This design comes from an exercise in tuning for small area and a short achievable clock period on the open sky130 flow, not from production work.
Only the layout flow was run in this run; the RTL was not checked for function there.
Power figures rest on the tool's default switching activity, not on a simulated workload.

<file path="flow/run.sh">
#!/bin/bash
# The standard layout (the standard.sh, ORFS from synthesis to the final
# layout), with the smallest buffer on the ports instead of ORFS's default
# choice. Each tool's output is in orfs/logs; standard.sh's own output in
# standard.log.
export BUFFER_PORTS_ARGS="-buffer_cell sky130_fd_sc_hd__buf_1"
bash standard.sh > standard.log 2>&1
</file>
<file path="standard.sh">
#!/bin/bash
# synth_recipe.tcl (not shown) runs the flow's synth.tcl, then flattens the netlist and writes it again
# the make line also repeats each setting of config.mk as NAME=value (left out here)
make -C /OpenROAD-flow-scripts/flow DESIGN_CONFIG=/design/flow/config.mk WORK_HOME=/design/flow/orfs CLKGATE_MAP_FILE= SYNTH_SCRIPT=/design/flow/synth_recipe.tcl "${@:-finish}"
</file>
<file path="config.mk">
export PLATFORM = sky130hd
export DESIGN_NAME = median_3x3
export DESIGN_NICKNAME = median_3x3
export VERILOG_FILES = /design/flow/design.v
export SDC_FILE = /design/flow/constraint.sdc
export NUM_CORES = 4
export LEC_CHECK = 0
export ABC_AREA = 1
export CAP_MARGIN = 20
export CORE_MARGIN = 2
export CORE_UTILIZATION = 55
export SETUP_SLACK_MARGIN = 3.0
export SLEW_MARGIN = 20
</file>
<file path="constraint.sdc">
create_clock -name core_clock -period 6.0 [get_ports {clk}]
set_input_delay 1.2000 -clock core_clock [delete_from_list [all_inputs] [get_ports {clk}]]
set_output_delay 1.2000 -clock core_clock [all_outputs]
set_load 0.01 [all_outputs]
</file>
<file path="design.v">
module find_min_max(
	input [8 - 1 : 0] a,
	input [8 - 1 : 0] b,
	output [8 - 1 : 0] min,
	output [8 - 1 : 0] max
);
	assign min = (a > b) ? b : a;
	assign max = (a > b) ? a : b;
endmodule
module find_min_mid_max(
	input [8 - 1 : 0] a,
	input [8 - 1 : 0] b,
	input [8 - 1 : 0] c,
	output [8 - 1 : 0] min,
	output [8 - 1 : 0] mid,
	output [8 - 1 : 0] max
);
	wire [8 - 1 : 0] ab_min;
	wire [8 - 1 : 0] ab_max;
	wire [8 - 1 : 0] mid_temp;
	find_min_max u1(.a(a), .b(b), .min(ab_min), .max(ab_max));
	find_min_max u2(.a(ab_max), .b(c), .min(mid_temp), .max(max));
	find_min_max u3(.a(ab_min), .b(mid_temp), .min(min), .max(mid));
endmodule
module median_3x3(
	input clk,
	input [8 - 1 : 0] i_p0, i_p1, i_p2,
	input [8 - 1 : 0] i_p3, i_p4, i_p5,
	input [8 - 1 : 0] i_p6, i_p7, i_p8,
	output reg [8 - 1 : 0] o_median
);
	wire m7_g0_1 = i_p0[7] | i_p1[7] | i_p2[7];
	wire m7_g0_2 = (i_p0[7] & i_p1[7]) | (i_p0[7] & i_p2[7]) | (i_p1[7] & i_p2[7]);
	wire m7_g0_3 = i_p0[7] & i_p1[7] & i_p2[7];
	wire m7_g1_1 = i_p3[7] | i_p4[7] | i_p5[7];
	wire m7_g1_2 = (i_p3[7] & i_p4[7]) | (i_p3[7] & i_p5[7]) | (i_p4[7] & i_p5[7]);
	wire m7_g1_3 = i_p3[7] & i_p4[7] & i_p5[7];
	wire m7_g2_1 = i_p6[7] | i_p7[7] | i_p8[7];
	wire m7_g2_2 = (i_p6[7] & i_p7[7]) | (i_p6[7] & i_p8[7]) | (i_p7[7] & i_p8[7]);
	wire m7_g2_3 = i_p6[7] & i_p7[7] & i_p8[7];
	wire m7_s2 = (m7_g1_2) | (m7_g0_1 & m7_g1_1) | (m7_g0_2);
	wire m7_s3 = (m7_g1_3) | (m7_g0_1 & m7_g1_2) | (m7_g0_2 & m7_g1_1) | (m7_g0_3);
	wire m7_s4 = (m7_g0_1 & m7_g1_3) | (m7_g0_2 & m7_g1_2) | (m7_g0_3 & m7_g1_1);
	wire m7_s5 = (m7_g0_2 & m7_g1_3) | (m7_g0_3 & m7_g1_2);
	wire m7 = m7_s5 | (m7_s4 & m7_g2_1) | (m7_s3 & m7_g2_2) | (m7_s2 & m7_g2_3);
	wire e6_0_0 = i_p0[7] | i_p0[6];
	wire e6_0_1 = (i_p0[6] & i_p0[7]);
	wire e6_1_0 = i_p1[7] | i_p1[6];
	wire e6_1_1 = (i_p1[6] & i_p1[7]);
	wire e6_2_0 = i_p2[7] | i_p2[6];
	wire e6_2_1 = (i_p2[6] & i_p2[7]);
	wire e6_3_0 = i_p3[7] | i_p3[6];
	wire e6_3_1 = (i_p3[6] & i_p3[7]);
	wire e6_4_0 = i_p4[7] | i_p4[6];
	wire e6_4_1 = (i_p4[6] & i_p4[7]);
	wire e6_5_0 = i_p5[7] | i_p5[6];
	wire e6_5_1 = (i_p5[6] & i_p5[7]);
	wire e6_6_0 = i_p6[7] | i_p6[6];
	wire e6_6_1 = (i_p6[6] & i_p6[7]);
	wire e6_7_0 = i_p7[7] | i_p7[6];
	wire e6_7_1 = (i_p7[6] & i_p7[7]);
	wire e6_8_0 = i_p8[7] | i_p8[6];
	wire e6_8_1 = (i_p8[6] & i_p8[7]);
	wire m6_0_g0_1 = e6_0_0 | e6_1_0 | e6_2_0;
	wire m6_0_g0_2 = (e6_0_0 & e6_1_0) | (e6_0_0 & e6_2_0) | (e6_1_0 & e6_2_0);
	wire m6_0_g0_3 = e6_0_0 & e6_1_0 & e6_2_0;
	wire m6_0_g1_1 = e6_3_0 | e6_4_0 | e6_5_0;
	wire m6_0_g1_2 = (e6_3_0 & e6_4_0) | (e6_3_0 & e6_5_0) | (e6_4_0 & e6_5_0);
	wire m6_0_g1_3 = e6_3_0 & e6_4_0 & e6_5_0;
	wire m6_0_g2_1 = e6_6_0 | e6_7_0 | e6_8_0;
	wire m6_0_g2_2 = (e6_6_0 & e6_7_0) | (e6_6_0 & e6_8_0) | (e6_7_0 & e6_8_0);
	wire m6_0_g2_3 = e6_6_0 & e6_7_0 & e6_8_0;
	wire m6_0_s2 = (m6_0_g1_2) | (m6_0_g0_1 & m6_0_g1_1) | (m6_0_g0_2);
	wire m6_0_s3 = (m6_0_g1_3) | (m6_0_g0_1 & m6_0_g1_2) | (m6_0_g0_2 & m6_0_g1_1) | (m6_0_g0_3);
	wire m6_0_s4 = (m6_0_g0_1 & m6_0_g1_3) | (m6_0_g0_2 & m6_0_g1_2) | (m6_0_g0_3 & m6_0_g1_1);
	wire m6_0_s5 = (m6_0_g0_2 & m6_0_g1_3) | (m6_0_g0_3 & m6_0_g1_2);
	wire m6_0 = m6_0_s5 | (m6_0_s4 & m6_0_g2_1) | (m6_0_s3 & m6_0_g2_2) | (m6_0_s2 & m6_0_g2_3);
	wire m6_1_g0_1 = e6_0_1 | e6_1_1 | e6_2_1;
	wire m6_1_g0_2 = (e6_0_1 & e6_1_1) | (e6_0_1 & e6_2_1) | (e6_1_1 & e6_2_1);
	wire m6_1_g0_3 = e6_0_1 & e6_1_1 & e6_2_1;
	wire m6_1_g1_1 = e6_3_1 | e6_4_1 | e6_5_1;
	wire m6_1_g1_2 = (e6_3_1 & e6_4_1) | (e6_3_1 & e6_5_1) | (e6_4_1 & e6_5_1);
	wire m6_1_g1_3 = e6_3_1 & e6_4_1 & e6_5_1;
	wire m6_1_g2_1 = e6_6_1 | e6_7_1 | e6_8_1;
	wire m6_1_g2_2 = (e6_6_1 & e6_7_1) | (e6_6_1 & e6_8_1) | (e6_7_1 & e6_8_1);
	wire m6_1_g2_3 = e6_6_1 & e6_7_1 & e6_8_1;
	wire m6_1_s2 = (m6_1_g1_2) | (m6_1_g0_1 & m6_1_g1_1) | (m6_1_g0_2);
	wire m6_1_s3 = (m6_1_g1_3) | (m6_1_g0_1 & m6_1_g1_2) | (m6_1_g0_2 & m6_1_g1_1) | (m6_1_g0_3);
	wire m6_1_s4 = (m6_1_g0_1 & m6_1_g1_3) | (m6_1_g0_2 & m6_1_g1_2) | (m6_1_g0_3 & m6_1_g1_1);
	wire m6_1_s5 = (m6_1_g0_2 & m6_1_g1_3) | (m6_1_g0_3 & m6_1_g1_2);
	wire m6_1 = m6_1_s5 | (m6_1_s4 & m6_1_g2_1) | (m6_1_s3 & m6_1_g2_2) | (m6_1_s2 & m6_1_g2_3);
	wire m6 = ~m7 ? m6_0 : m6_1;
	wire lt7_0 = (~i_p0[7] & m7);
	wire gt7_0 = (i_p0[7] & ~m7);
	wire lt7_1 = (~i_p1[7] & m7);
	wire gt7_1 = (i_p1[7] & ~m7);
	wire lt7_2 = (~i_p2[7] & m7);
	wire gt7_2 = (i_p2[7] & ~m7);
	wire lt7_3 = (~i_p3[7] & m7);
	wire gt7_3 = (i_p3[7] & ~m7);
	wire lt7_4 = (~i_p4[7] & m7);
	wire gt7_4 = (i_p4[7] & ~m7);
	wire lt7_5 = (~i_p5[7] & m7);
	wire gt7_5 = (i_p5[7] & ~m7);
	wire lt7_6 = (~i_p6[7] & m7);
	wire gt7_6 = (i_p6[7] & ~m7);
	wire lt7_7 = (~i_p7[7] & m7);
	wire gt7_7 = (i_p7[7] & ~m7);
	wire lt7_8 = (~i_p8[7] & m7);
	wire gt7_8 = (i_p8[7] & ~m7);
	wire e6_0 = m7 ? e6_0_1 : e6_0_0;
	wire e6_1 = m7 ? e6_1_1 : e6_1_0;
	wire e6_2 = m7 ? e6_2_1 : e6_2_0;
	wire e6_3 = m7 ? e6_3_1 : e6_3_0;
	wire e6_4 = m7 ? e6_4_1 : e6_4_0;
	wire e6_5 = m7 ? e6_5_1 : e6_5_0;
	wire e6_6 = m7 ? e6_6_1 : e6_6_0;
	wire e6_7 = m7 ? e6_7_1 : e6_7_0;
	wire e6_8 = m7 ? e6_8_1 : e6_8_0;
	wire lt6_0 = lt7_0 | (~e6_0 & m6);
	wire gt6_0 = gt7_0 | (e6_0 & ~m6);
	wire lt6_1 = lt7_1 | (~e6_1 & m6);
	wire gt6_1 = gt7_1 | (e6_1 & ~m6);
	wire lt6_2 = lt7_2 | (~e6_2 & m6);
	wire gt6_2 = gt7_2 | (e6_2 & ~m6);
	wire lt6_3 = lt7_3 | (~e6_3 & m6);
	wire gt6_3 = gt7_3 | (e6_3 & ~m6);
	wire lt6_4 = lt7_4 | (~e6_4 & m6);
	wire gt6_4 = gt7_4 | (e6_4 & ~m6);
	wire lt6_5 = lt7_5 | (~e6_5 & m6);
	wire gt6_5 = gt7_5 | (e6_5 & ~m6);
	wire lt6_6 = lt7_6 | (~e6_6 & m6);
	wire gt6_6 = gt7_6 | (e6_6 & ~m6);
	wire lt6_7 = lt7_7 | (~e6_7 & m6);
	wire gt6_7 = gt7_7 | (e6_7 & ~m6);
	wire lt6_8 = lt7_8 | (~e6_8 & m6);
	wire gt6_8 = gt7_8 | (e6_8 & ~m6);
	reg [5:0] s1_p0;
	reg [5:0] s1_p1;
	reg [5:0] s1_p2;
	reg [5:0] s1_p3;
	reg [5:0] s1_p4;
	reg [5:0] s1_p5;
	reg [5:0] s1_p6;
	reg [5:0] s1_p7;
	reg [5:0] s1_p8;
	reg s1_m7;
	reg s1_m6;
	wire m5_g0_1 = s1_p0[5] | s1_p1[5] | s1_p2[5];
	wire m5_g0_2 = (s1_p0[5] & s1_p1[5]) | (s1_p0[5] & s1_p2[5]) | (s1_p1[5] & s1_p2[5]);
	wire m5_g0_3 = s1_p0[5] & s1_p1[5] & s1_p2[5];
	wire m5_g1_1 = s1_p3[5] | s1_p4[5] | s1_p5[5];
	wire m5_g1_2 = (s1_p3[5] & s1_p4[5]) | (s1_p3[5] & s1_p5[5]) | (s1_p4[5] & s1_p5[5]);
	wire m5_g1_3 = s1_p3[5] & s1_p4[5] & s1_p5[5];
	wire m5_g2_1 = s1_p6[5] | s1_p7[5] | s1_p8[5];
	wire m5_g2_2 = (s1_p6[5] & s1_p7[5]) | (s1_p6[5] & s1_p8[5]) | (s1_p7[5] & s1_p8[5]);
	wire m5_g2_3 = s1_p6[5] & s1_p7[5] & s1_p8[5];
	wire m5_s2 = (m5_g1_2) | (m5_g0_1 & m5_g1_1) | (m5_g0_2);
	wire m5_s3 = (m5_g1_3) | (m5_g0_1 & m5_g1_2) | (m5_g0_2 & m5_g1_1) | (m5_g0_3);
	wire m5_s4 = (m5_g0_1 & m5_g1_3) | (m5_g0_2 & m5_g1_2) | (m5_g0_3 & m5_g1_1);
	wire m5_s5 = (m5_g0_2 & m5_g1_3) | (m5_g0_3 & m5_g1_2);
	wire m5 = m5_s5 | (m5_s4 & m5_g2_1) | (m5_s3 & m5_g2_2) | (m5_s2 & m5_g2_3);
	wire e4_0_0 = s1_p0[5] | s1_p0[4];
	wire e4_0_1 = (s1_p0[4] & s1_p0[5]);
	wire e4_1_0 = s1_p1[5] | s1_p1[4];
	wire e4_1_1 = (s1_p1[4] & s1_p1[5]);
	wire e4_2_0 = s1_p2[5] | s1_p2[4];
	wire e4_2_1 = (s1_p2[4] & s1_p2[5]);
	wire e4_3_0 = s1_p3[5] | s1_p3[4];
	wire e4_3_1 = (s1_p3[4] & s1_p3[5]);
	wire e4_4_0 = s1_p4[5] | s1_p4[4];
	wire e4_4_1 = (s1_p4[4] & s1_p4[5]);
	wire e4_5_0 = s1_p5[5] | s1_p5[4];
	wire e4_5_1 = (s1_p5[4] & s1_p5[5]);
	wire e4_6_0 = s1_p6[5] | s1_p6[4];
	wire e4_6_1 = (s1_p6[4] & s1_p6[5]);
	wire e4_7_0 = s1_p7[5] | s1_p7[4];
	wire e4_7_1 = (s1_p7[4] & s1_p7[5]);
	wire e4_8_0 = s1_p8[5] | s1_p8[4];
	wire e4_8_1 = (s1_p8[4] & s1_p8[5]);
	wire m4_0_g0_1 = e4_0_0 | e4_1_0 | e4_2_0;
	wire m4_0_g0_2 = (e4_0_0 & e4_1_0) | (e4_0_0 & e4_2_0) | (e4_1_0 & e4_2_0);
	wire m4_0_g0_3 = e4_0_0 & e4_1_0 & e4_2_0;
	wire m4_0_g1_1 = e4_3_0 | e4_4_0 | e4_5_0;
	wire m4_0_g1_2 = (e4_3_0 & e4_4_0) | (e4_3_0 & e4_5_0) | (e4_4_0 & e4_5_0);
	wire m4_0_g1_3 = e4_3_0 & e4_4_0 & e4_5_0;
	wire m4_0_g2_1 = e4_6_0 | e4_7_0 | e4_8_0;
	wire m4_0_g2_2 = (e4_6_0 & e4_7_0) | (e4_6_0 & e4_8_0) | (e4_7_0 & e4_8_0);
	wire m4_0_g2_3 = e4_6_0 & e4_7_0 & e4_8_0;
	wire m4_0_s2 = (m4_0_g1_2) | (m4_0_g0_1 & m4_0_g1_1) | (m4_0_g0_2);
	wire m4_0_s3 = (m4_0_g1_3) | (m4_0_g0_1 & m4_0_g1_2) | (m4_0_g0_2 & m4_0_g1_1) | (m4_0_g0_3);
	wire m4_0_s4 = (m4_0_g0_1 & m4_0_g1_3) | (m4_0_g0_2 & m4_0_g1_2) | (m4_0_g0_3 & m4_0_g1_1);
	wire m4_0_s5 = (m4_0_g0_2 & m4_0_g1_3) | (m4_0_g0_3 & m4_0_g1_2);
	wire m4_0 = m4_0_s5 | (m4_0_s4 & m4_0_g2_1) | (m4_0_s3 & m4_0_g2_2) | (m4_0_s2 & m4_0_g2_3);
	wire m4_1_g0_1 = e4_0_1 | e4_1_1 | e4_2_1;
	wire m4_1_g0_2 = (e4_0_1 & e4_1_1) | (e4_0_1 & e4_2_1) | (e4_1_1 & e4_2_1);
	wire m4_1_g0_3 = e4_0_1 & e4_1_1 & e4_2_1;
	wire m4_1_g1_1 = e4_3_1 | e4_4_1 | e4_5_1;
	wire m4_1_g1_2 = (e4_3_1 & e4_4_1) | (e4_3_1 & e4_5_1) | (e4_4_1 & e4_5_1);
	wire m4_1_g1_3 = e4_3_1 & e4_4_1 & e4_5_1;
	wire m4_1_g2_1 = e4_6_1 | e4_7_1 | e4_8_1;
	wire m4_1_g2_2 = (e4_6_1 & e4_7_1) | (e4_6_1 & e4_8_1) | (e4_7_1 & e4_8_1);
	wire m4_1_g2_3 = e4_6_1 & e4_7_1 & e4_8_1;
	wire m4_1_s2 = (m4_1_g1_2) | (m4_1_g0_1 & m4_1_g1_1) | (m4_1_g0_2);
	wire m4_1_s3 = (m4_1_g1_3) | (m4_1_g0_1 & m4_1_g1_2) | (m4_1_g0_2 & m4_1_g1_1) | (m4_1_g0_3);
	wire m4_1_s4 = (m4_1_g0_1 & m4_1_g1_3) | (m4_1_g0_2 & m4_1_g1_2) | (m4_1_g0_3 & m4_1_g1_1);
	wire m4_1_s5 = (m4_1_g0_2 & m4_1_g1_3) | (m4_1_g0_3 & m4_1_g1_2);
	wire m4_1 = m4_1_s5 | (m4_1_s4 & m4_1_g2_1) | (m4_1_s3 & m4_1_g2_2) | (m4_1_s2 & m4_1_g2_3);
	wire m4 = ~m5 ? m4_0 : m4_1;
	wire lt5_0 = (~s1_p0[5] & m5);
	wire gt5_0 = (s1_p0[5] & ~m5);
	wire lt5_1 = (~s1_p1[5] & m5);
	wire gt5_1 = (s1_p1[5] & ~m5);
	wire lt5_2 = (~s1_p2[5] & m5);
	wire gt5_2 = (s1_p2[5] & ~m5);
	wire lt5_3 = (~s1_p3[5] & m5);
	wire gt5_3 = (s1_p3[5] & ~m5);
	wire lt5_4 = (~s1_p4[5] & m5);
	wire gt5_4 = (s1_p4[5] & ~m5);
	wire lt5_5 = (~s1_p5[5] & m5);
	wire gt5_5 = (s1_p5[5] & ~m5);
	wire lt5_6 = (~s1_p6[5] & m5);
	wire gt5_6 = (s1_p6[5] & ~m5);
	wire lt5_7 = (~s1_p7[5] & m5);
	wire gt5_7 = (s1_p7[5] & ~m5);
	wire lt5_8 = (~s1_p8[5] & m5);
	wire gt5_8 = (s1_p8[5] & ~m5);
	wire e4_0 = m5 ? e4_0_1 : e4_0_0;
	wire e4_1 = m5 ? e4_1_1 : e4_1_0;
	wire e4_2 = m5 ? e4_2_1 : e4_2_0;
	wire e4_3 = m5 ? e4_3_1 : e4_3_0;
	wire e4_4 = m5 ? e4_4_1 : e4_4_0;
	wire e4_5 = m5 ? e4_5_1 : e4_5_0;
	wire e4_6 = m5 ? e4_6_1 : e4_6_0;
	wire e4_7 = m5 ? e4_7_1 : e4_7_0;
	wire e4_8 = m5 ? e4_8_1 : e4_8_0;
	wire e3_0_0 = e4_0 | (s1_p0[3] & ~lt5_0);
	wire e3_0_1 = gt5_0 | ((s1_p0[3] & ~lt5_0) & e4_0);
	wire e3_1_0 = e4_1 | (s1_p1[3] & ~lt5_1);
	wire e3_1_1 = gt5_1 | ((s1_p1[3] & ~lt5_1) & e4_1);
	wire e3_2_0 = e4_2 | (s1_p2[3] & ~lt5_2);
	wire e3_2_1 = gt5_2 | ((s1_p2[3] & ~lt5_2) & e4_2);
	wire e3_3_0 = e4_3 | (s1_p3[3] & ~lt5_3);
	wire e3_3_1 = gt5_3 | ((s1_p3[3] & ~lt5_3) & e4_3);
	wire e3_4_0 = e4_4 | (s1_p4[3] & ~lt5_4);
	wire e3_4_1 = gt5_4 | ((s1_p4[3] & ~lt5_4) & e4_4);
	wire e3_5_0 = e4_5 | (s1_p5[3] & ~lt5_5);
	wire e3_5_1 = gt5_5 | ((s1_p5[3] & ~lt5_5) & e4_5);
	wire e3_6_0 = e4_6 | (s1_p6[3] & ~lt5_6);
	wire e3_6_1 = gt5_6 | ((s1_p6[3] & ~lt5_6) & e4_6);
	wire e3_7_0 = e4_7 | (s1_p7[3] & ~lt5_7);
	wire e3_7_1 = gt5_7 | ((s1_p7[3] & ~lt5_7) & e4_7);
	wire e3_8_0 = e4_8 | (s1_p8[3] & ~lt5_8);
	wire e3_8_1 = gt5_8 | ((s1_p8[3] & ~lt5_8) & e4_8);
	wire m3_0_g0_1 = e3_0_0 | e3_1_0 | e3_2_0;
	wire m3_0_g0_2 = (e3_0_0 & e3_1_0) | (e3_0_0 & e3_2_0) | (e3_1_0 & e3_2_0);
	wire m3_0_g0_3 = e3_0_0 & e3_1_0 & e3_2_0;
	wire m3_0_g1_1 = e3_3_0 | e3_4_0 | e3_5_0;
	wire m3_0_g1_2 = (e3_3_0 & e3_4_0) | (e3_3_0 & e3_5_0) | (e3_4_0 & e3_5_0);
	wire m3_0_g1_3 = e3_3_0 & e3_4_0 & e3_5_0;
	wire m3_0_g2_1 = e3_6_0 | e3_7_0 | e3_8_0;
	wire m3_0_g2_2 = (e3_6_0 & e3_7_0) | (e3_6_0 & e3_8_0) | (e3_7_0 & e3_8_0);
	wire m3_0_g2_3 = e3_6_0 & e3_7_0 & e3_8_0;
	wire m3_0_s2 = (m3_0_g1_2) | (m3_0_g0_1 & m3_0_g1_1) | (m3_0_g0_2);
	wire m3_0_s3 = (m3_0_g1_3) | (m3_0_g0_1 & m3_0_g1_2) | (m3_0_g0_2 & m3_0_g1_1) | (m3_0_g0_3);
	wire m3_0_s4 = (m3_0_g0_1 & m3_0_g1_3) | (m3_0_g0_2 & m3_0_g1_2) | (m3_0_g0_3 & m3_0_g1_1);
	wire m3_0_s5 = (m3_0_g0_2 & m3_0_g1_3) | (m3_0_g0_3 & m3_0_g1_2);
	wire m3_0 = m3_0_s5 | (m3_0_s4 & m3_0_g2_1) | (m3_0_s3 & m3_0_g2_2) | (m3_0_s2 & m3_0_g2_3);
	wire m3_1_g0_1 = e3_0_1 | e3_1_1 | e3_2_1;
	wire m3_1_g0_2 = (e3_0_1 & e3_1_1) | (e3_0_1 & e3_2_1) | (e3_1_1 & e3_2_1);
	wire m3_1_g0_3 = e3_0_1 & e3_1_1 & e3_2_1;
	wire m3_1_g1_1 = e3_3_1 | e3_4_1 | e3_5_1;
	wire m3_1_g1_2 = (e3_3_1 & e3_4_1) | (e3_3_1 & e3_5_1) | (e3_4_1 & e3_5_1);
	wire m3_1_g1_3 = e3_3_1 & e3_4_1 & e3_5_1;
	wire m3_1_g2_1 = e3_6_1 | e3_7_1 | e3_8_1;
	wire m3_1_g2_2 = (e3_6_1 & e3_7_1) | (e3_6_1 & e3_8_1) | (e3_7_1 & e3_8_1);
	wire m3_1_g2_3 = e3_6_1 & e3_7_1 & e3_8_1;
	wire m3_1_s2 = (m3_1_g1_2) | (m3_1_g0_1 & m3_1_g1_1) | (m3_1_g0_2);
	wire m3_1_s3 = (m3_1_g1_3) | (m3_1_g0_1 & m3_1_g1_2) | (m3_1_g0_2 & m3_1_g1_1) | (m3_1_g0_3);
	wire m3_1_s4 = (m3_1_g0_1 & m3_1_g1_3) | (m3_1_g0_2 & m3_1_g1_2) | (m3_1_g0_3 & m3_1_g1_1);
	wire m3_1_s5 = (m3_1_g0_2 & m3_1_g1_3) | (m3_1_g0_3 & m3_1_g1_2);
	wire m3_1 = m3_1_s5 | (m3_1_s4 & m3_1_g2_1) | (m3_1_s3 & m3_1_g2_2) | (m3_1_s2 & m3_1_g2_3);
	wire m3 = ~m4 ? m3_0 : m3_1;
	wire lt4_0 = lt5_0 | (~e4_0 & m4);
	wire gt4_0 = gt5_0 | (e4_0 & ~m4);
	wire lt4_1 = lt5_1 | (~e4_1 & m4);
	wire gt4_1 = gt5_1 | (e4_1 & ~m4);
	wire lt4_2 = lt5_2 | (~e4_2 & m4);
	wire gt4_2 = gt5_2 | (e4_2 & ~m4);
	wire lt4_3 = lt5_3 | (~e4_3 & m4);
	wire gt4_3 = gt5_3 | (e4_3 & ~m4);
	wire lt4_4 = lt5_4 | (~e4_4 & m4);
	wire gt4_4 = gt5_4 | (e4_4 & ~m4);
	wire lt4_5 = lt5_5 | (~e4_5 & m4);
	wire gt4_5 = gt5_5 | (e4_5 & ~m4);
	wire lt4_6 = lt5_6 | (~e4_6 & m4);
	wire gt4_6 = gt5_6 | (e4_6 & ~m4);
	wire lt4_7 = lt5_7 | (~e4_7 & m4);
	wire gt4_7 = gt5_7 | (e4_7 & ~m4);
	wire lt4_8 = lt5_8 | (~e4_8 & m4);
	wire gt4_8 = gt5_8 | (e4_8 & ~m4);
	wire e3_0 = m4 ? e3_0_1 : e3_0_0;
	wire e3_1 = m4 ? e3_1_1 : e3_1_0;
	wire e3_2 = m4 ? e3_2_1 : e3_2_0;
	wire e3_3 = m4 ? e3_3_1 : e3_3_0;
	wire e3_4 = m4 ? e3_4_1 : e3_4_0;
	wire e3_5 = m4 ? e3_5_1 : e3_5_0;
	wire e3_6 = m4 ? e3_6_1 : e3_6_0;
	wire e3_7 = m4 ? e3_7_1 : e3_7_0;
	wire e3_8 = m4 ? e3_8_1 : e3_8_0;
	wire lt3_0 = lt4_0 | (~e3_0 & m3);
	wire gt3_0 = gt4_0 | (e3_0 & ~m3);
	wire lt3_1 = lt4_1 | (~e3_1 & m3);
	wire gt3_1 = gt4_1 | (e3_1 & ~m3);
	wire lt3_2 = lt4_2 | (~e3_2 & m3);
	wire gt3_2 = gt4_2 | (e3_2 & ~m3);
	wire lt3_3 = lt4_3 | (~e3_3 & m3);
	wire gt3_3 = gt4_3 | (e3_3 & ~m3);
	wire lt3_4 = lt4_4 | (~e3_4 & m3);
	wire gt3_4 = gt4_4 | (e3_4 & ~m3);
	wire lt3_5 = lt4_5 | (~e3_5 & m3);
	wire gt3_5 = gt4_5 | (e3_5 & ~m3);
	wire lt3_6 = lt4_6 | (~e3_6 & m3);
	wire gt3_6 = gt4_6 | (e3_6 & ~m3);
	wire lt3_7 = lt4_7 | (~e3_7 & m3);
	wire gt3_7 = gt4_7 | (e3_7 & ~m3);
	wire lt3_8 = lt4_8 | (~e3_8 & m3);
	wire gt3_8 = gt4_8 | (e3_8 & ~m3);
	reg [2:0] s2_p0;
	reg [2:0] s2_p1;
	reg [2:0] s2_p2;
	reg [2:0] s2_p3;
	reg [2:0] s2_p4;
	reg [2:0] s2_p5;
	reg [2:0] s2_p6;
	reg [2:0] s2_p7;
	reg [2:0] s2_p8;
	reg s2_m7;
	reg s2_m6;
	reg s2_m5;
	reg s2_m4;
	reg s2_m3;
	wire m2_g0_1 = s2_p0[2] | s2_p1[2] | s2_p2[2];
	wire m2_g0_2 = (s2_p0[2] & s2_p1[2]) | (s2_p0[2] & s2_p2[2]) | (s2_p1[2] & s2_p2[2]);
	wire m2_g0_3 = s2_p0[2] & s2_p1[2] & s2_p2[2];
	wire m2_g1_1 = s2_p3[2] | s2_p4[2] | s2_p5[2];
	wire m2_g1_2 = (s2_p3[2] & s2_p4[2]) | (s2_p3[2] & s2_p5[2]) | (s2_p4[2] & s2_p5[2]);
	wire m2_g1_3 = s2_p3[2] & s2_p4[2] & s2_p5[2];
	wire m2_g2_1 = s2_p6[2] | s2_p7[2] | s2_p8[2];
	wire m2_g2_2 = (s2_p6[2] & s2_p7[2]) | (s2_p6[2] & s2_p8[2]) | (s2_p7[2] & s2_p8[2]);
	wire m2_g2_3 = s2_p6[2] & s2_p7[2] & s2_p8[2];
	wire m2_s2 = (m2_g1_2) | (m2_g0_1 & m2_g1_1) | (m2_g0_2);
	wire m2_s3 = (m2_g1_3) | (m2_g0_1 & m2_g1_2) | (m2_g0_2 & m2_g1_1) | (m2_g0_3);
	wire m2_s4 = (m2_g0_1 & m2_g1_3) | (m2_g0_2 & m2_g1_2) | (m2_g0_3 & m2_g1_1);
	wire m2_s5 = (m2_g0_2 & m2_g1_3) | (m2_g0_3 & m2_g1_2);
	wire m2 = m2_s5 | (m2_s4 & m2_g2_1) | (m2_s3 & m2_g2_2) | (m2_s2 & m2_g2_3);
	wire e1_0_0 = s2_p0[2] | s2_p0[1];
	wire e1_0_1 = (s2_p0[1] & s2_p0[2]);
	wire e1_1_0 = s2_p1[2] | s2_p1[1];
	wire e1_1_1 = (s2_p1[1] & s2_p1[2]);
	wire e1_2_0 = s2_p2[2] | s2_p2[1];
	wire e1_2_1 = (s2_p2[1] & s2_p2[2]);
	wire e1_3_0 = s2_p3[2] | s2_p3[1];
	wire e1_3_1 = (s2_p3[1] & s2_p3[2]);
	wire e1_4_0 = s2_p4[2] | s2_p4[1];
	wire e1_4_1 = (s2_p4[1] & s2_p4[2]);
	wire e1_5_0 = s2_p5[2] | s2_p5[1];
	wire e1_5_1 = (s2_p5[1] & s2_p5[2]);
	wire e1_6_0 = s2_p6[2] | s2_p6[1];
	wire e1_6_1 = (s2_p6[1] & s2_p6[2]);
	wire e1_7_0 = s2_p7[2] | s2_p7[1];
	wire e1_7_1 = (s2_p7[1] & s2_p7[2]);
	wire e1_8_0 = s2_p8[2] | s2_p8[1];
	wire e1_8_1 = (s2_p8[1] & s2_p8[2]);
	wire m1_0_g0_1 = e1_0_0 | e1_1_0 | e1_2_0;
	wire m1_0_g0_2 = (e1_0_0 & e1_1_0) | (e1_0_0 & e1_2_0) | (e1_1_0 & e1_2_0);
	wire m1_0_g0_3 = e1_0_0 & e1_1_0 & e1_2_0;
	wire m1_0_g1_1 = e1_3_0 | e1_4_0 | e1_5_0;
	wire m1_0_g1_2 = (e1_3_0 & e1_4_0) | (e1_3_0 & e1_5_0) | (e1_4_0 & e1_5_0);
	wire m1_0_g1_3 = e1_3_0 & e1_4_0 & e1_5_0;
	wire m1_0_g2_1 = e1_6_0 | e1_7_0 | e1_8_0;
	wire m1_0_g2_2 = (e1_6_0 & e1_7_0) | (e1_6_0 & e1_8_0) | (e1_7_0 & e1_8_0);
	wire m1_0_g2_3 = e1_6_0 & e1_7_0 & e1_8_0;
	wire m1_0_s2 = (m1_0_g1_2) | (m1_0_g0_1 & m1_0_g1_1) | (m1_0_g0_2);
	wire m1_0_s3 = (m1_0_g1_3) | (m1_0_g0_1 & m1_0_g1_2) | (m1_0_g0_2 & m1_0_g1_1) | (m1_0_g0_3);
	wire m1_0_s4 = (m1_0_g0_1 & m1_0_g1_3) | (m1_0_g0_2 & m1_0_g1_2) | (m1_0_g0_3 & m1_0_g1_1);
	wire m1_0_s5 = (m1_0_g0_2 & m1_0_g1_3) | (m1_0_g0_3 & m1_0_g1_2);
	wire m1_0 = m1_0_s5 | (m1_0_s4 & m1_0_g2_1) | (m1_0_s3 & m1_0_g2_2) | (m1_0_s2 & m1_0_g2_3);
	wire m1_1_g0_1 = e1_0_1 | e1_1_1 | e1_2_1;
	wire m1_1_g0_2 = (e1_0_1 & e1_1_1) | (e1_0_1 & e1_2_1) | (e1_1_1 & e1_2_1);
	wire m1_1_g0_3 = e1_0_1 & e1_1_1 & e1_2_1;
	wire m1_1_g1_1 = e1_3_1 | e1_4_1 | e1_5_1;
	wire m1_1_g1_2 = (e1_3_1 & e1_4_1) | (e1_3_1 & e1_5_1) | (e1_4_1 & e1_5_1);
	wire m1_1_g1_3 = e1_3_1 & e1_4_1 & e1_5_1;
	wire m1_1_g2_1 = e1_6_1 | e1_7_1 | e1_8_1;
	wire m1_1_g2_2 = (e1_6_1 & e1_7_1) | (e1_6_1 & e1_8_1) | (e1_7_1 & e1_8_1);
	wire m1_1_g2_3 = e1_6_1 & e1_7_1 & e1_8_1;
	wire m1_1_s2 = (m1_1_g1_2) | (m1_1_g0_1 & m1_1_g1_1) | (m1_1_g0_2);
	wire m1_1_s3 = (m1_1_g1_3) | (m1_1_g0_1 & m1_1_g1_2) | (m1_1_g0_2 & m1_1_g1_1) | (m1_1_g0_3);
	wire m1_1_s4 = (m1_1_g0_1 & m1_1_g1_3) | (m1_1_g0_2 & m1_1_g1_2) | (m1_1_g0_3 & m1_1_g1_1);
	wire m1_1_s5 = (m1_1_g0_2 & m1_1_g1_3) | (m1_1_g0_3 & m1_1_g1_2);
	wire m1_1 = m1_1_s5 | (m1_1_s4 & m1_1_g2_1) | (m1_1_s3 & m1_1_g2_2) | (m1_1_s2 & m1_1_g2_3);
	wire m1 = ~m2 ? m1_0 : m1_1;
	wire lt2_0 = (~s2_p0[2] & m2);
	wire gt2_0 = (s2_p0[2] & ~m2);
	wire lt2_1 = (~s2_p1[2] & m2);
	wire gt2_1 = (s2_p1[2] & ~m2);
	wire lt2_2 = (~s2_p2[2] & m2);
	wire gt2_2 = (s2_p2[2] & ~m2);
	wire lt2_3 = (~s2_p3[2] & m2);
	wire gt2_3 = (s2_p3[2] & ~m2);
	wire lt2_4 = (~s2_p4[2] & m2);
	wire gt2_4 = (s2_p4[2] & ~m2);
	wire lt2_5 = (~s2_p5[2] & m2);
	wire gt2_5 = (s2_p5[2] & ~m2);
	wire lt2_6 = (~s2_p6[2] & m2);
	wire gt2_6 = (s2_p6[2] & ~m2);
	wire lt2_7 = (~s2_p7[2] & m2);
	wire gt2_7 = (s2_p7[2] & ~m2);
	wire lt2_8 = (~s2_p8[2] & m2);
	wire gt2_8 = (s2_p8[2] & ~m2);
	wire e1_0 = m2 ? e1_0_1 : e1_0_0;
	wire e1_1 = m2 ? e1_1_1 : e1_1_0;
	wire e1_2 = m2 ? e1_2_1 : e1_2_0;
	wire e1_3 = m2 ? e1_3_1 : e1_3_0;
	wire e1_4 = m2 ? e1_4_1 : e1_4_0;
	wire e1_5 = m2 ? e1_5_1 : e1_5_0;
	wire e1_6 = m2 ? e1_6_1 : e1_6_0;
	wire e1_7 = m2 ? e1_7_1 : e1_7_0;
	wire e1_8 = m2 ? e1_8_1 : e1_8_0;
	wire lt1_0 = lt2_0 | (~e1_0 & m1);
	wire gt1_0 = gt2_0 | (e1_0 & ~m1);
	wire lt1_1 = lt2_1 | (~e1_1 & m1);
	wire gt1_1 = gt2_1 | (e1_1 & ~m1);
	wire lt1_2 = lt2_2 | (~e1_2 & m1);
	wire gt1_2 = gt2_2 | (e1_2 & ~m1);
	wire lt1_3 = lt2_3 | (~e1_3 & m1);
	wire gt1_3 = gt2_3 | (e1_3 & ~m1);
	wire lt1_4 = lt2_4 | (~e1_4 & m1);
	wire gt1_4 = gt2_4 | (e1_4 & ~m1);
	wire lt1_5 = lt2_5 | (~e1_5 & m1);
	wire gt1_5 = gt2_5 | (e1_5 & ~m1);
	wire lt1_6 = lt2_6 | (~e1_6 & m1);
	wire gt1_6 = gt2_6 | (e1_6 & ~m1);
	wire lt1_7 = lt2_7 | (~e1_7 & m1);
	wire gt1_7 = gt2_7 | (e1_7 & ~m1);
	wire lt1_8 = lt2_8 | (~e1_8 & m1);
	wire gt1_8 = gt2_8 | (e1_8 & ~m1);
	wire e0_0 = gt1_0 | (s2_p0[0] & ~lt1_0);
	wire e0_1 = gt1_1 | (s2_p1[0] & ~lt1_1);
	wire e0_2 = gt1_2 | (s2_p2[0] & ~lt1_2);
	wire e0_3 = gt1_3 | (s2_p3[0] & ~lt1_3);
	wire e0_4 = gt1_4 | (s2_p4[0] & ~lt1_4);
	wire e0_5 = gt1_5 | (s2_p5[0] & ~lt1_5);
	wire e0_6 = gt1_6 | (s2_p6[0] & ~lt1_6);
	wire e0_7 = gt1_7 | (s2_p7[0] & ~lt1_7);
	wire e0_8 = gt1_8 | (s2_p8[0] & ~lt1_8);
	wire m0_g0_1 = e0_0 | e0_1 | e0_2;
	wire m0_g0_2 = (e0_0 & e0_1) | (e0_0 & e0_2) | (e0_1 & e0_2);
	wire m0_g0_3 = e0_0 & e0_1 & e0_2;
	wire m0_g1_1 = e0_3 | e0_4 | e0_5;
	wire m0_g1_2 = (e0_3 & e0_4) | (e0_3 & e0_5) | (e0_4 & e0_5);
	wire m0_g1_3 = e0_3 & e0_4 & e0_5;
	wire m0_g2_1 = e0_6 | e0_7 | e0_8;
	wire m0_g2_2 = (e0_6 & e0_7) | (e0_6 & e0_8) | (e0_7 & e0_8);
	wire m0_g2_3 = e0_6 & e0_7 & e0_8;
	wire m0_s2 = (m0_g1_2) | (m0_g0_1 & m0_g1_1) | (m0_g0_2);
	wire m0_s3 = (m0_g1_3) | (m0_g0_1 & m0_g1_2) | (m0_g0_2 & m0_g1_1) | (m0_g0_3);
	wire m0_s4 = (m0_g0_1 & m0_g1_3) | (m0_g0_2 & m0_g1_2) | (m0_g0_3 & m0_g1_1);
	wire m0_s5 = (m0_g0_2 & m0_g1_3) | (m0_g0_3 & m0_g1_2);
	wire m0 = m0_s5 | (m0_s4 & m0_g2_1) | (m0_s3 & m0_g2_2) | (m0_s2 & m0_g2_3);
	always @(posedge clk) begin
		s1_p0 <= {6{gt6_0}} | (i_p0[5:0] & ~{6{lt6_0}});
		s1_p1 <= {6{gt6_1}} | (i_p1[5:0] & ~{6{lt6_1}});
		s1_p2 <= {6{gt6_2}} | (i_p2[5:0] & ~{6{lt6_2}});
		s1_p3 <= {6{gt6_3}} | (i_p3[5:0] & ~{6{lt6_3}});
		s1_p4 <= {6{gt6_4}} | (i_p4[5:0] & ~{6{lt6_4}});
		s1_p5 <= {6{gt6_5}} | (i_p5[5:0] & ~{6{lt6_5}});
		s1_p6 <= {6{gt6_6}} | (i_p6[5:0] & ~{6{lt6_6}});
		s1_p7 <= {6{gt6_7}} | (i_p7[5:0] & ~{6{lt6_7}});
		s1_p8 <= {6{gt6_8}} | (i_p8[5:0] & ~{6{lt6_8}});
		s1_m7 <= m7;
		s1_m6 <= m6;
		s2_p0 <= {3{gt3_0}} | (s1_p0[2:0] & ~{3{lt3_0}});
		s2_p1 <= {3{gt3_1}} | (s1_p1[2:0] & ~{3{lt3_1}});
		s2_p2 <= {3{gt3_2}} | (s1_p2[2:0] & ~{3{lt3_2}});
		s2_p3 <= {3{gt3_3}} | (s1_p3[2:0] & ~{3{lt3_3}});
		s2_p4 <= {3{gt3_4}} | (s1_p4[2:0] & ~{3{lt3_4}});
		s2_p5 <= {3{gt3_5}} | (s1_p5[2:0] & ~{3{lt3_5}});
		s2_p6 <= {3{gt3_6}} | (s1_p6[2:0] & ~{3{lt3_6}});
		s2_p7 <= {3{gt3_7}} | (s1_p7[2:0] & ~{3{lt3_7}});
		s2_p8 <= {3{gt3_8}} | (s1_p8[2:0] & ~{3{lt3_8}});
		s2_m7 <= s1_m7;
		s2_m6 <= s1_m6;
		s2_m5 <= m5;
		s2_m4 <= m4;
		s2_m3 <= m3;
		o_median <= {s2_m7, s2_m6, s2_m5, s2_m4, s2_m3, m2, m1, m0};
	end
endmodule
</file>
==> out/results.tsv <==
metric	value	unit
yosysMostFrequentCell	nand2_1	
setup_ws	2.84	ns
die_width	110	um
routed.top_layer	met4	
dieArea	0.0121	mm2
post-place-cells	1217	
hpwl	12.9	mm
total_leakage_power	3.73	nW
tightest_slew	0.538	ns
ys_types	43	
h-tree-depth	3	
firstDrtPassIters	5	
ys_seq_area_frac	0.310	
setup_viol	0	
slew_headroom	0.637	
fmax	316	MHz
rr_worst_depth	20	
wire_per_inst	14.2	um
cp.arrival	3.37	ns
syn_nets	1080	
pwr-share-clk	0.115	
slew_violations	0	
fin_nets	1190	
yosysTopAreaCell	dfxtp_1	
clk_pin_slew	0.07	ns
n_antenna_cell	0	
largest_reg_flops	8	
internal_power	2.27	mW
hold_violations	0	
hold_path_class	flop to flop	
grt_pass1_vias	5550	
hold_depth	0	
grt_overflow	0	
switching_share	0.529	
drive_gt1_frac	0.167	
synth_area_leaders	dfxtp_1, nand2_1, inv_1	
synth_top_area_frac	0.310	
area_growth	22.0	%
synth.avg_cell_area	6.16	um2
final_cells	1262	
clock_sinks	96	
maxCapViolCount	0	
status	timing/DRC/antenna clean	
grt_usage	0.270	
cts_buffers	9	
yosysWarnings	1	
post-place-ws	2.26	ns
cts-root-buf	clkbuf_16	
powerDensity	638	mW/mm2
wl_met2	8.60	mm
path_class	primary input to flop	
top_register	o_median	
wl_met3	1.11	mm
drt-vias-per-instance	5.35	
p_seq_frac	0.216	
rsz0062_at_grt	true	
drt_iter0_drc	509	
synth_cells	1007	
vdd_drop_max	0.580	mV
grt_start_max_net_pins	33	
port_buffers	80	
num-fill-cells	985	
comb_power_share	0.670	
ant_nets	0	
initial_core_util	0.568	
m1WireLength	7.66	mm
syn_area	0.00621	mm2
cts_hold_buf	0	
synth_edf_count	0	
ys_async_sr_fraction	0	
worstPathRequired	6.21	ns
critPathMaxFanout	6	
cts.path.max_buffers	2	
fin_crit_sh	0.527	
final.setup_skew	0.00854	ns
min_period	3.16	ns
fin_setup_tns	0	ns
vias	6753	
end_kind	flop	
synth_common_cells	nand2_1, inv_1, o21ai_0, nor2_1, dfxtp_1	
antenna_found_initial	0	
grt_pass1_wl	25.4	mm
ys_seq_elements	96	
ys.flop_type	dfxtp_1	
tritoncts	done	
insertion_delay	0.35	ns
rows	38	
pin_count	81	
core	0.0109	mm2
start_kind	primary input	
routed_wl	17.9	mm
drc	0	
gp_congestion	0.888	
power.net_switching	2.55	mW
die_y	110	um
[cells in the final DEF (no fill, tap or decap), types with 10 or more instances in the layout]
cell / Yosys / routed
a21oi_1: 24 / 17
nand2_2: 14 / 24
buf_1: 0 / 74
o22ai_1: 21 / 12
nand2_1: 279 / 267
buf_4: 1 / 20
inv_2: 17 / 13
nor2_1: 97 / 89
o21ai_1: 17 / 27
o21ai_0: 111 / 92
nand3_1: 83 / 75
nand3_2: 5 / 12
inv_1: 152 / 149
a21oi_4: 10 / 10
nand4_1: 11 / 11
dfxtp_1: 96 / 88
[final cells by class]
cell class / count / area (um2) / share of cell area
Clock buffer: 10 / 239 / 0.0316
Clock inverter: 6 / 47.5 / 0.00628
Inverter: 169 / 657 / 0.0868
Multi-Input combinational cell: 738 / 4000 / 0.528
Sequential cell: 96 / 1940 / 0.256
Tap cell: 140 / 175 / 0.0231
Timing Repair Buffer: 102 / 503 / 0.0664
Timing Repair inverter: 1 / 7.51 / 0.000992
[path summary, 6_finish.rpt]
| path | from | to | slack [ns] |
|---|---|---|---|
| worst max-delay path | i_p1[7] | s1_p2[1]$_DFF_P_ | 2.84 |
| worst min-delay path | s2_m3$_DFF_P_ | o_median[3]$_DFF_P_ | 0.33 |
| worst max register to register | s1_p1[5]$_DFF_P_ | s2_p1[0]$_DFF_P_ | 3.15 |
| worst min register to register | s2_m3$_DFF_P_ | o_median[3]$_DFF_P_ | 0.33 |
[worst max-delay path: stages]
cell,delay [ns]
clkbuf_2,0.16
nor2_4,0.16
nand2_1,0.12
a221o_1,0.38
o21ai_2,0.13
nand3_2,0.13
nand4_1,0.28
buf_4,0.21
nand2_2,0.13
a22oi_2,0.30
o21ai_1,0.16
[power groups by stage]
stage                     Sequential (mW)  Clock (mW)  Combinational [mW]
after global placement               1.04           0                2.86
after CTS                            1.03       0.555                2.91
after detailed placement             1.04           0                2.88
after global routing                 1.07       0.581                3.70
final                                1.04       0.553                3.23
after floorplan                     0.999           0                2.35
[layer usage]
| metal | vias to the layer above | track usage |
|---|---|---|
| li1 | 3508 | - |
| met1 | 2964 | 0.351 |
| met2 | 243 | 0.457 |
| met3 | 38 | 0.0382 |
| met4 | 0 | 0.0982 |
| met5 | - | 0 |
[what timing repair did]
| action | CTS | global route |
|---|---|---|
| setup endpoints to repair | 57 | 83 |
| cloned | 1 | 7 |
| pin swaps | 1 | 20 |
| resized for setup | 17 | 113 |
| buffers inserted | 3 | 18 |
[per-stage QoR]
step | total power [mW] | util | hold slack, ns | cell area [um2]
global route | 5.35 | 0.692 | 0.344 | 7570
detailed placement | 3.92 | 0.605 | 0.313 | 6620
floorplan | 3.35 | - | 0.310 | 6210
finish | 4.83 | 0.692 | 0.328 | 7570
CTS | 4.49 | 0.640 | 0.329 | 7000
global placement | 3.90 | 0.605 | 0.310 | 6620
[cell families (layout without fill, tap and decap cells)]
kind of cell | Yosys count | count (layout) | share of synthesized area
buf+inv | 180 | 288 | 0.113
fa+ha+maj | 1 | 1 | 0.00161
flops | 96 | 96 | 0.310
simple gates | 506 | 513 | 0.353
compound gates | 224 | 224 | 0.222

## static timing again, ports no longer ideal
In the flow no input, the clock included, has a driving cell. The finished layout below was timed again as built, in two steps.
Step 1 assumes that a clkbuf_16 drives the clock port and a buf_2 every other input.
Step 2, shift: input delay + t, output delay - t, t = (earliest + latest rising clock arrival at the registers) / 2. This alone moves slack from input paths to output paths.
Slacks: ideal ports / drivers / drivers and shift; pairs: ideal ports / drivers.
t, ns: 0.386
setup slack, ns: 2.838 / 2.852 / 2.466
hold slack, ns: 0.328 / 0.328 / 0.328
slew at the worst register clock pin (ns): 0.07 / 0.07
After both steps this run still meets setup and hold. The setup slack of this run moves by +0.014 ns with the drivers and by -0.372 ns with both steps.
